From an optimization exercise on the open Yosys and OpenROAD flow, aimed at small area; shortcuts taken in it are not production practice.
In this exercise RTL edits were held to simulation tests only and were not proved equivalent to the original.
No activity file was given, so power comes from the tool's default toggle rates.

tundra:
==> flow/design.v (excerpt) <==
module DIGITAL_CLOCK(
	RESETN, CLK,
	KEY,
	LCD_RS, LCD_RW,
	LCD_DATA, PIEZO
);
input RESETN, CLK;
input [4:0] KEY;
output reg LCD_RS, LCD_RW;
output reg [7:0] LCD_DATA;
output wire PIEZO;
wire rst = !RESETN;
localparam OP_MENU = 3'd1, OP_SETV = 3'd2, OP_SETC = 3'd3, OP_CANC = 3'd4,
           OP_INC = 3'd5, OP_DEC = 3'd6, OP_TOG = 3'd7, OP_NOP = 3'd0;
reg [14:0] kcnt;
reg [1:0] ph;           
reg [2:0] op;           
reg [3:0] mode;         
reg meridian, ae;
wire k_menu = (KEY == 5'b10000);
wire k_set = (KEY == 5'b01000);
wire k_cancel = (KEY == 5'b00100);
wire k_up = (KEY == 5'b00010);
wire k_down = (KEY == 5'b00001);
wire kvalid = k_menu | k_set | k_cancel | k_up | k_down;
wire m_view = (mode[2:0] == 3'd0);
wire setc = (op == OP_SETC);
wire setting_ok = setc & ph[1];                  
wire s_or_as = setc & (ph[1] ^ ph[0]);           
wire kterm = (kcnt == 15'd23269);
wire act = kvalid & !setting_ok & kterm;
reg [2:0] eff_op;
always @(*) begin
	eff_op = OP_NOP;
	if (k_menu) eff_op = OP_MENU;
	if (k_set) eff_op = m_view ? OP_SETV : OP_SETC;
	if (k_cancel) eff_op = m_view ? OP_TOG : OP_CANC;
	if (k_up) eff_op = m_view ? OP_NOP : OP_INC;
	if (k_down) eff_op = m_view ? OP_NOP : OP_DEC;
end
always @(posedge CLK) begin
	if (rst) kcnt <= 0;
	else if (!setting_ok && kvalid) kcnt <= kterm ? 15'd0 : {kcnt[13:0], ~(kcnt[14] ^ kcnt[13])};
end
always @(posedge CLK) begin
	if (rst) ph <= 2'd0;
	else if (act) ph <= 2'd1;
	else if (ph != 2'd0) ph <= ph + 2'd1;
	if (act) op <= eff_op;
end
always @(posedge CLK) begin
	if (rst) begin
		meridian <= 1'b0;
		ae <= 1'b0;
	end else if (act && k_cancel && m_view) begin
		if (mode[3]) ae <= !ae;
		else meridian <= !meridian;
	end
end
reg [2:0] fnext;
always @(*) begin
	fnext = mode[2:0];
	case (op)
		OP_MENU: if (mode[3]) fnext = (mode[2:0] == 3'd3) ? 3'd1 : mode[2:0] + 3'd1;
		         else fnext = (mode[2:0] == 3'd6) ? 3'd1 : mode[2:0] + 3'd1;
		OP_SETV: fnext = 3'd1;
		OP_SETC, OP_CANC: fnext = 3'd0;
		default: ;
	endcase
end
always @(posedge CLK) begin
	if (rst) begin
		mode <= 4'd0;
	end else begin
		if (ph == 2'd1) begin
			mode[2:0] <= (op == OP_MENU && m_view) ? 3'd0 : fnext;
  ...
Size: ~1500 cells after synthesis, roughly 18 I/O pins, about 12000 µm² of cells after synthesis.
Settings: LEC_CHECK=0, ABC_AREA=1, CAP_MARGIN=20, CORE_MARGIN=2, CORE_UTILIZATION=60, GPL_TIMING_DRIVEN=0, SLEW_MARGIN=20; clock period 10.0 ns.
standard.sh (not shown) runs the stock make flow with config.mk's settings and CLKGATE_MAP_FILE= SYNTH_SCRIPT=/design/flow/synth_recipe.tcl, a recipe that flattens the netlist after the stock synthesis.
==> flow/flow/run.sh <==
#!/bin/bash
# Own flow: the standard synthesis, then the combinational cells re-mapped by a stronger
# ABC script (flip-flops untouched), then the standard layout of that netlist.
set -euo pipefail
W=$(pwd)
R=$W/orfs/results/${FLOW_PLATFORM}/DIGITAL_CLOCK/base
YOSYS=$FLOW_HOME/../tools/install/yosys/bin/yosys
[ -x "$YOSYS" ] || YOSYS=yosys

bash standard.sh synth > std_synth.log 2>&1
cp "$R/1_2_yosys.v" "$W/std_synth_netlist.v"

export REOPT_LIB=$FLOW_HOME/platforms/${FLOW_PLATFORM}/lib/sky130_fd_sc_hd__tt_025C_1v80.lib
export REOPT_IN=$W/std_synth_netlist.v
export REOPT_OUT=$W/reopt_netlist.v
export REOPT_ABC=$W/flow/reopt.abc
"$YOSYS" -c "$W/flow/reopt.tcl" > reopt.log 2>&1

# the flip-flops must be exactly the standard synthesis's
grep -oE '^\s*sky130_fd_sc_hd__\w*df\w*\s+\S+' "$REOPT_IN" | sort > ff_std.txt
grep -oE '^\s*sky130_fd_sc_hd__\w*df\w*\s+\S+' "$REOPT_OUT" | sort > ff_reopt.txt
cmp ff_std.txt ff_reopt.txt

cp "$REOPT_OUT" "$R/1_2_yosys.v"
touch "$R/1_2_yosys.v"

# port buffers: the smallest buffer; clock tree: small buffers, no dummy loads
export BUFFER_PORTS_ARGS="-buffer_cell sky130_fd_sc_hd__buf_1"
export CTS_ARGS="-sink_clustering_enable -repair_clock_nets -dont_use_dummy_load -buf_list {sky130_fd_sc_hd__clkbuf_4} -sink_clustering_size 12 -sink_clustering_max_diameter 40"
bash standard.sh > std_layout.log 2>&1
Other scripts of this flow, unchanged in this note and not shown: flow/flow/reopt.abc, flow/flow/reopt.tcl
> inputs changed (tundra -> xenon)
--- a/flow/flow/run.sh
+++ b/flow/flow/run.sh
@@ -27,4 +27,4 @@
 # port buffers: the smallest buffer; clock tree: small buffers, no dummy loads
 export BUFFER_PORTS_ARGS="-buffer_cell sky130_fd_sc_hd__buf_1"
-export CTS_ARGS="-sink_clustering_enable -repair_clock_nets -dont_use_dummy_load -buf_list {sky130_fd_sc_hd__clkbuf_4} -sink_clustering_size 12 -sink_clustering_max_diameter 40"
+export CTS_ARGS="-sink_clustering_enable -repair_clock_nets -dont_use_dummy_load -buf_list {sky130_fd_sc_hd__clkbuf_16} -sink_clustering_size 20 -sink_clustering_max_diameter 50"
 bash standard.sh > std_layout.log 2>&1
### Flow results
Higher depth of the CTS H-tree goes to tundra over xenon. In xenon, the final cell utilization of the core came out 2.2 points above the value in tundra. The higher clock network fraction of total power came out of xenon.

* * *

== JK ==
DIGITAL_CLOCK again, from the RTL that the note above started with.
Settings: LEC_CHECK=0, ABC_AREA=1, CAP_MARGIN=20, CORE_MARGIN=2, CORE_UTILIZATION=80, GPL_TIMING_DRIVEN=0, SLEW_MARGIN=20; clock period 10.0 ns.
==> flow/flow/run.sh <==
#!/bin/bash
# Own flow: the standard synthesis, then the combinational cells re-mapped by stronger
# ABC scripts (flip-flops untouched; the smallest result is kept), then the standard
# layout of that netlist with small port buffers and a clock tree without dummy loads.
set -euo pipefail
W=$(pwd)
R=$W/orfs/results/${FLOW_PLATFORM}/DIGITAL_CLOCK/base
YOSYS=$FLOW_HOME/../tools/install/yosys/bin/yosys
[ -x "$YOSYS" ] || YOSYS=yosys

bash standard.sh synth > std_synth.log 2>&1
cp "$R/1_2_yosys.v" "$W/std_synth_netlist.v"

export REOPT_LIB=$FLOW_HOME/platforms/${FLOW_PLATFORM}/lib/sky130_fd_sc_hd__tt_025C_1v80.lib
export REOPT_IN=$W/std_synth_netlist.v
grep -oE '^\s*sky130_fd_sc_hd__\w*df\w*\s+\S+' "$REOPT_IN" | sort > ff_std.txt
best=""
best_area=""
for i in 1 2 3; do
  export REOPT_OUT=$W/reopt_netlist_$i.v
  export REOPT_ABC=$W/flow/reopt$i.abc
  if "$YOSYS" -c "$W/flow/reopt.tcl" > reopt_$i.log 2>&1; then
    # the flip-flops must be exactly the standard synthesis's
    grep -oE '^\s*sky130_fd_sc_hd__\w*df\w*\s+\S+' "$REOPT_OUT" | sort > ff_reopt_$i.txt
    if cmp -s ff_std.txt ff_reopt_$i.txt; then
      a=$(awk '/Chip area/ {print $NF}' "$REOPT_OUT.stat")
      echo "reopt $i: $a" >> reopt_choice.log
      if [ -z "$best" ] || awk -v a="$a" -v b="$best_area" 'BEGIN {exit !(a < b)}'; then
        best=$REOPT_OUT
        best_area=$a
      fi
    fi
  fi
done
[ -n "$best" ]
echo "kept $best ($best_area)" >> reopt_choice.log
cp "$best" "$R/1_2_yosys.v"
touch "$R/1_2_yosys.v"

# port buffers: the smallest buffer; clock tree: small buffers, no dummy loads
export BUFFER_PORTS_ARGS="-buffer_cell sky130_fd_sc_hd__buf_1"
export CTS_ARGS="-sink_clustering_enable -repair_clock_nets -dont_use_dummy_load -buf_list {sky130_fd_sc_hd__clkbuf_2 sky130_fd_sc_hd__clkbuf_4} -sink_clustering_size 30"
bash standard.sh > std_layout.log 2>&1
Other scripts of this flow, unchanged in this note and not shown: flow/flow/reopt.tcl, flow/flow/reopt1.abc, flow/flow/reopt2.abc, flow/flow/reopt3.abc
[inputs] MS vs JK
- swapping 20 for 5 in SLEW_MARGIN
- swapping 80 for 70 in CORE_UTILIZATION
- swapping 20 for 5 in CAP_MARGIN
diff --git a/flow/flow/run.sh b/flow/flow/run.sh
--- a/flow/flow/run.sh
+++ b/flow/flow/run.sh
@@ -19 +19 @@
-for i in 1 2 3; do
+for i in 1 2 3 4 5; do
@@ -42 +42 @@
-export CTS_ARGS="-sink_clustering_enable -repair_clock_nets -dont_use_dummy_load -buf_list {sky130_fd_sc_hd__clkbuf_2 sky130_fd_sc_hd__clkbuf_4} -sink_clustering_size 30"
+export CTS_ARGS="-sink_clustering_enable -repair_clock_nets -dont_use_dummy_load -buf_list {sky130_fd_sc_hd__clkbuf_4} -sink_clustering_size 10 -sink_clustering_max_diameter 35"
==> flow/flow/reopt4.abc (new file) <==
strash
dch -f
map -a
mfs2
strash
dch -f
map -a
mfs2
strash
dch -f
map -a
mfs2
strash
dch -f
amap
topo
==> flow/flow/reopt5.abc (new file) <==
strash
dc2
dch -f
map -a
mfs2
strash
dch -f
map -a
mfs2
strash
dch -f
amap
topo
## What came out
Status for JK and MS: clean finish in JK only
Final cell count: JK and MS compared, lower one is JK
MS ended up with a lower setup skew after layout than JK did.
Diff JK -> MS: die area up 14%; non-clock buffer count fell by 13%; final area went down by about 1.4%.
| synthesized area | MS vs JK | ≈ equal |
Going from JK to MS, the clock slew at the register clock pins of the worst setup and hold paths was found to have gone up by 0.02 ns.
Clock latency at the later pin of the worst-skew pair was lower in MS than in JK.
NOTE layout multi-input combinational cell count JK->MS decreased slightly
Setup changes, MS to AL
- CAP_MARGIN now 20, was 5
- SLEW_MARGIN now 20, was 5
diff --git a/flow/flow/run.sh b/flow/flow/run.sh
--- a/flow/flow/run.sh
+++ b/flow/flow/run.sh
@@ -19 +19 @@
-for i in 1 2 3 4 5; do
+for i in 1 2 3; do
removed: flow/flow/reopt4.abc
removed: flow/flow/reopt5.abc
[summary]
AL ended with every stage complete and zero timing, DRC or antenna violations.
Of AL and MS, the higher final-layout non-clock buffer area share belongs to AL.
Clock skew (lower): AL
Worst path buffer plus inverter count: AL and MS compared, lower one is MS
Diff MS -> AL: worst-case hold slack went up by 0.015 ns; number of routed nets with antenna violations held; all-layer global routing usage saw an increase; area after synthesis essentially unchanged; fmax higher.
Initial antenna violation count was lower in the run labelled MS.
The met2 track demand over resource in global routing in AL sits 1.0 points above the value recorded for MS.
Between MS and AL, the share of total power in the clock network does not differ in any meaningful way.
diff inputs: AL => TR
- SLEW_MARGIN: 20 -> 10
- CAP_MARGIN: 20 -> 10
- CORE_UTILIZATION: 70 -> 75
diff --git a/flow/flow/run.sh b/flow/flow/run.sh
--- a/flow/flow/run.sh
+++ b/flow/flow/run.sh
@@ -19 +19 @@
-for i in 1 2 3; do
+for i in 1 2 3 4 5; do
==> flow/flow/reopt4.abc (new file) <==
strash
dch -f
map -a
mfs2
strash
dch -f
map -a
mfs2
strash
dch -f
map -a
mfs2
strash
dch -f
amap
topo
==> flow/flow/reopt5.abc (new file) <==
strash
dc2
dch -f
map -a
mfs2
strash
dch -f
map -a
mfs2
strash
dch -f
amap
topo
--- outcome ---
Worst setup slack ended up 1.73 ns lower on TR than on AL. The combinational logic power in TR sits 11% above the value recorded for AL. TR falls short of AL in via count. Worst endpoint required time delta for TR relative to AL: 0.05 ns higher. Comparing AL with TR, the net count of the mapped netlist came out essentially unchanged. On synthesized area, TR tracks AL almost exactly. The core of TR is more densely filled than that of AL. Between TR and AL, the clock network power share is lower for AL. TR reports a higher total length of routed met3 wires than AL does. Clock latency on the worst-skew pair: TR > AL.

==> re-timing with driven ports <==
No port has a modelled driver above. Below, the same layouts with a new extraction and two added sets of constraints.
Step 1 (the two cells are an assumption about what drives the block):
set clk [get_ports {CLK}]
set_driving_cell -lib_cell sky130_fd_sc_hd__clkbuf_16 $clk
set_driving_cell -lib_cell sky130_fd_sc_hd__buf_2 [delete_from_list [all_inputs] $clk]
Step 2 moves the port delays by t, midway between the first and last clock arrival at a register: inputs arrive t later, outputs are due t later. That takes back most of the time a late clock gives input paths.
Slacks: ideal ports / drivers / drivers and shift; pairs: ideal ports / drivers.
run | t (ns) | setup slack, ns | worst slew at a driven data input, ns
tundra | 0.650 | 3.841 / 3.841 / 3.841 | 0.03
xenon | 0.571 | 3.791 / 3.791 / 3.791 | 0.03
JK | 0.712 | 4.151 / 4.151 / 4.151 | 0.03
MS | 0.663 | 2.474 / 2.474 / 2.474 | 0.03
AL | 0.671 | 4.321 / 4.321 / 4.321 | 0.03
TR | 0.673 | 2.593 / 2.593 / 2.593 | 0.03
